What follows belongs to an exercise in optimizing a design on an open flow for small area, a short achievable clock period and few clock cycles per item; a production flow would make more cautious choices.
The RTL was checked by simulation tests, not by an equivalence proof against the original design.
No driver is modelled on the clock port, so clocking that relies on it looks cheaper here than on a real chip.

==> ember <==
## skinny_top
module skinny_top (
    input               clock,
    input               reset,
    input               start,
    input [7:0]         input_plaintext,
    input [23:0]        input_tweakey,
    output              ready,
    output              done,
    output [127:0]      ciphertext
);
clock: 10.0 ns
lec_check: 0
cap_margin: 20
core_margin: 2
core_utilization: 55
cts_cluster_diameter: 120
cts_cluster_size: 24
slew_margin: 20
standard.sh (not shown) runs the stock make flow with config.mk's settings and CLKGATE_MAP_FILE= SYNTH_SCRIPT=/design/flow/synth_recipe.tcl, a recipe that flattens the netlist after the stock synthesis.
==> flow/flow/run.sh <==
#!/bin/bash
# Standard ORFS layout (the standard.sh), with the resizer asked to aim for
# a setup slack margin of 6.9 ns, so it works the critical paths harder.
set -euo pipefail
bash standard.sh SETUP_SLACK_MARGIN=6.9 POST_CTS_TCL=$PWD/flow/post_cts.tcl PRE_GLOBAL_ROUTE_TCL=$PWD/flow/pre_grt.tcl POST_GLOBAL_ROUTE_TCL=$PWD/flow/post_grt.tcl GRT_MARGIN=6.9 RECOVER_MARGIN=7.0 SETUP_MOVE_SEQUENCE=unbuffer,sizeup,swap 'BUFFER_PORTS_ARGS=-buffer_cell sky130_fd_sc_hd__buf_1' finish > standard_flow.log 2>&1
==> flow/flow/post_cts.tcl <==
set block [ord::get_db_block]
set root [$block findInst clkbuf_0_clock]
if { $root != "NULL" } {
  set in_net [[$root findITerm A] getNet]
  set out_net [[$root findITerm X] getNet]
  set loads {}
  foreach it [$out_net getITerms] {
    if { [$it getInst] != $root } { lappend loads $it }
  }
  if { [llength $loads] <= 4 } {
    foreach it $loads {
      $it disconnect
      $it connect $in_net
    }
    odb::dbInst_destroy $root
    odb::dbNet_destroy $out_net
    puts "post_cts: clock port now drives [llength $loads] clock buffers directly"
  } else {
    puts "post_cts: root buffer drives [llength $loads] cells, left in place"
  }
}
if { [info exists ::env(RECOVER_MARGIN)] } {
  estimate_parasitics -placement
  set_clock_uncertainty -setup $::env(RECOVER_MARGIN) [all_clocks]
  report_worst_slack -max
  report_design_area
  repair_timing -recover_power 100
  report_worst_slack -max
  report_design_area
  set_clock_uncertainty -setup 0 [all_clocks]
  detailed_placement
  check_placement -verbose
}
==> flow/flow/post_grt.tcl <==
# Take away the temporary setup uncertainty set by pre_grt.tcl.
if { [info exists ::env(GRT_MARGIN)] } {
  set_clock_uncertainty -setup 0 [all_clocks]
  report_worst_slack -max
  report_design_area
}
==> flow/flow/pre_grt.tcl <==
# Before global route: express the resizer's setup margin as a temporary
# clock uncertainty, so that the power-recovery step that follows the timing
# repair (RECOVER_POWER) keeps the same margin.  post_grt.tcl removes it.
if { [info exists ::env(GRT_MARGIN)] } {
  set ::env(SETUP_SLACK_MARGIN) 0
  set ::env(RECOVER_POWER) 100
  set_clock_uncertainty -setup $::env(GRT_MARGIN) [all_clocks]
  puts "pre_grt: setup uncertainty $::env(GRT_MARGIN) while repairing"
}
==> inputs of lagoon, as changes to ember <==
--- a/flow/design.v
+++ b/flow/design.v
@@ -8,57 +8,55 @@
     output              done,
     output [127:0]      ciphertext
 );
     reg [127:0] st;      
     reg  [383:0] tkv;
     wire [383:0] tk = tkv ^ 384'hb678464987a92670c949b0b67846c987a927708bf8897426564b13a9257a8bf8cb7426348fd99b70b26ae1cb7436648f;
     reg         loading;
-    reg [3:0]   lcnt;
     reg         busy;
-    reg [5:0]   rc;
+    reg [5:0]   rc;      
     reg         done_r;
     reg         ready_r;
     reg         idle_n;      
     wire last = (rc == 6'h0A);    
+    wire beat15 = (rc == 6'h00);
     assign ready      = ready_r;
     assign done       = done_r;
     assign ciphertext = st;
     reg loading_n, busy_n;
     always @(*) begin
         loading_n = loading;
         busy_n    = busy;
         if (loading) begin
-            if (lcnt == 4'd15) begin
+            if (beat15) begin
                 loading_n = 1'b0;
                 busy_n    = 1'b1;
             end
         end else if (busy) begin
             if (last)
                 busy_n = 1'b0;
         end else if (start) begin
             loading_n = 1'b1;
         end
     end
     always @(posedge clock or posedge reset) begin
         if (reset) begin
             loading <= 1'b0;
-            lcnt    <= 4'd0;
             busy    <= 1'b0;
             rc      <= 6'd0;
             done_r  <= 1'b0;
             ready_r <= 1'b0;
             idle_n  <= 1'b1;
         end else begin
             done_r  <= busy & last;
             loading <= loading_n;
             busy    <= busy_n;
             idle_n  <= ~busy_n;
             ready_r <= ~loading_n & ~busy_n;
-            lcnt    <= loading ? lcnt + 4'd1 : 4'd1;
-            rc      <= busy ? {rc[4:0], rc[5] ^ rc[4] ^ 1'b1} : 6'h01;
+            rc      <= (loading | busy) ? {rc[4:0], rc[5] ^ rc[4] ^ 1'b1} : 6'h09;
         end
     end
     wire [127:0] st_rnd = round(st, tk, rc);
     wire [383:0] tk_rnd = {tk_sched1(tk[383:256]), tk_sched2(tk[255:128]), tk_sched3(tk[127:0])};
     always @(posedge clock) begin
         st <= ({128{busy}} & st_rnd) | ({128{idle_n}} & {st[119:0], input_plaintext});
     end
==> flow/flow/run.sh (replaced) <==
#!/bin/bash
# Standard ORFS layout (the standard.sh), with the resizer asked to aim for
# a setup slack margin of 6.9 ns, so it works the critical paths harder.
set -euo pipefail
bash standard.sh SETUP_SLACK_MARGIN=6.9 POST_CTS_TCL=$PWD/flow/post_cts.tcl PRE_GLOBAL_ROUTE_TCL=$PWD/flow/pre_grt.tcl POST_GLOBAL_ROUTE_TCL=$PWD/flow/post_grt.tcl GRT_MARGIN=6.95 RECOVER_MARGIN=7.0 SETUP_MOVE_SEQUENCE=unbuffer,sizeup,swap 'BUFFER_PORTS_ARGS=-buffer_cell sky130_fd_sc_hd__buf_1' finish > standard_flow.log 2>&1
--- a/flow/config.mk
+++ b/flow/config.mk
@@ -6,8 +6,9 @@
 export NUM_CORES = 4
 export LEC_CHECK = 0
 export CAP_MARGIN = 20
 export CORE_MARGIN = 2
 export CORE_UTILIZATION = 55
 export CTS_CLUSTER_DIAMETER = 120
 export CTS_CLUSTER_SIZE = 24
+export PLACE_DENSITY = 0.75
 export SLEW_MARGIN = 20
==> qor summary <==
| item | lagoon | ember |
|---|---|---|
| Outcome | failed layout checks | complete, no violations |
| Violated checks | capacitance limit, slew limit | - |
| Met3 Track Usage GR | 3.33% | 3.16% |
| Clock period minus worst slack | 3030 ps | 3060 ps |
| Inverters | 7 | 8 |
| Synthesized-area fraction occupied by ao, oa, aoi and oai cells | 18.5% | 18.3% |
| Area share of the largest cell type after synthesis | 50.9% | 50.5% |
| Placed Instance Area | 0.0210 mm² | 0.0211 mm² |
| Core region area | 0.0363 mm² | 0.0364 mm² |
| Proportion of layout cells with a drive suffix above 1 | 14.3% | 11.2% |
| Worst clock skew | 17.7 ps | 19.2 ps |
| Number of register bits inferred by synthesis | 523 | 527 |
| Endpoint of the worst hold-timing path | tkv[328]$_DFF_P_ | tkv[332]$_DFF_P_ |
| Final core area utilization | 62.6% | 61.3% |
| Number of sequential cells in the layout | 523 | 527 |
| Fraction of area in clock buffers and inverters | 2.79% | 2.76% |
| Crit path largest cell delay | 450 ps | 480 ps |
| Overall die area | 0.0382 mm² | 0.0384 mm² |
| Transition time of the tightest slew-check pin | 1960 ps | 1170 ps |
| All-Layer GR Usage | 32.9% | 32.0% |
Testbench counts of ember, summed over its fixed seeds: cycles 27,656, items 384.
Testbench counts of lagoon, summed over its fixed seeds: cycles 27,656, items 384.

[re-timing with driven ports]
How much do the figures lean on ideal ports? The routed layouts below were timed once more, with nothing changed but the port constraints. Step 1, drivers: a clkbuf_16 drives clock and a buf_2 each remaining input, both assumed. Step 2 moves the port delays by t, midway between the first and last clock arrival at a register: inputs arrive t later, outputs are due t later. That takes back most of the time a late clock gives input paths. Three values: no drivers, after step 1, after step 2; two values: the first two.
run | t (ns) | setup slack, ns | clock arrival spread, ns | pins driven straight from the clock port
ember | 0.490 | 6.938 / 6.872 / 7.051 | 0.023 / 0.023 | 2
lagoon | 0.512 | 6.973 / 6.903 / 7.047 | 0.019 / 0.019 | 2
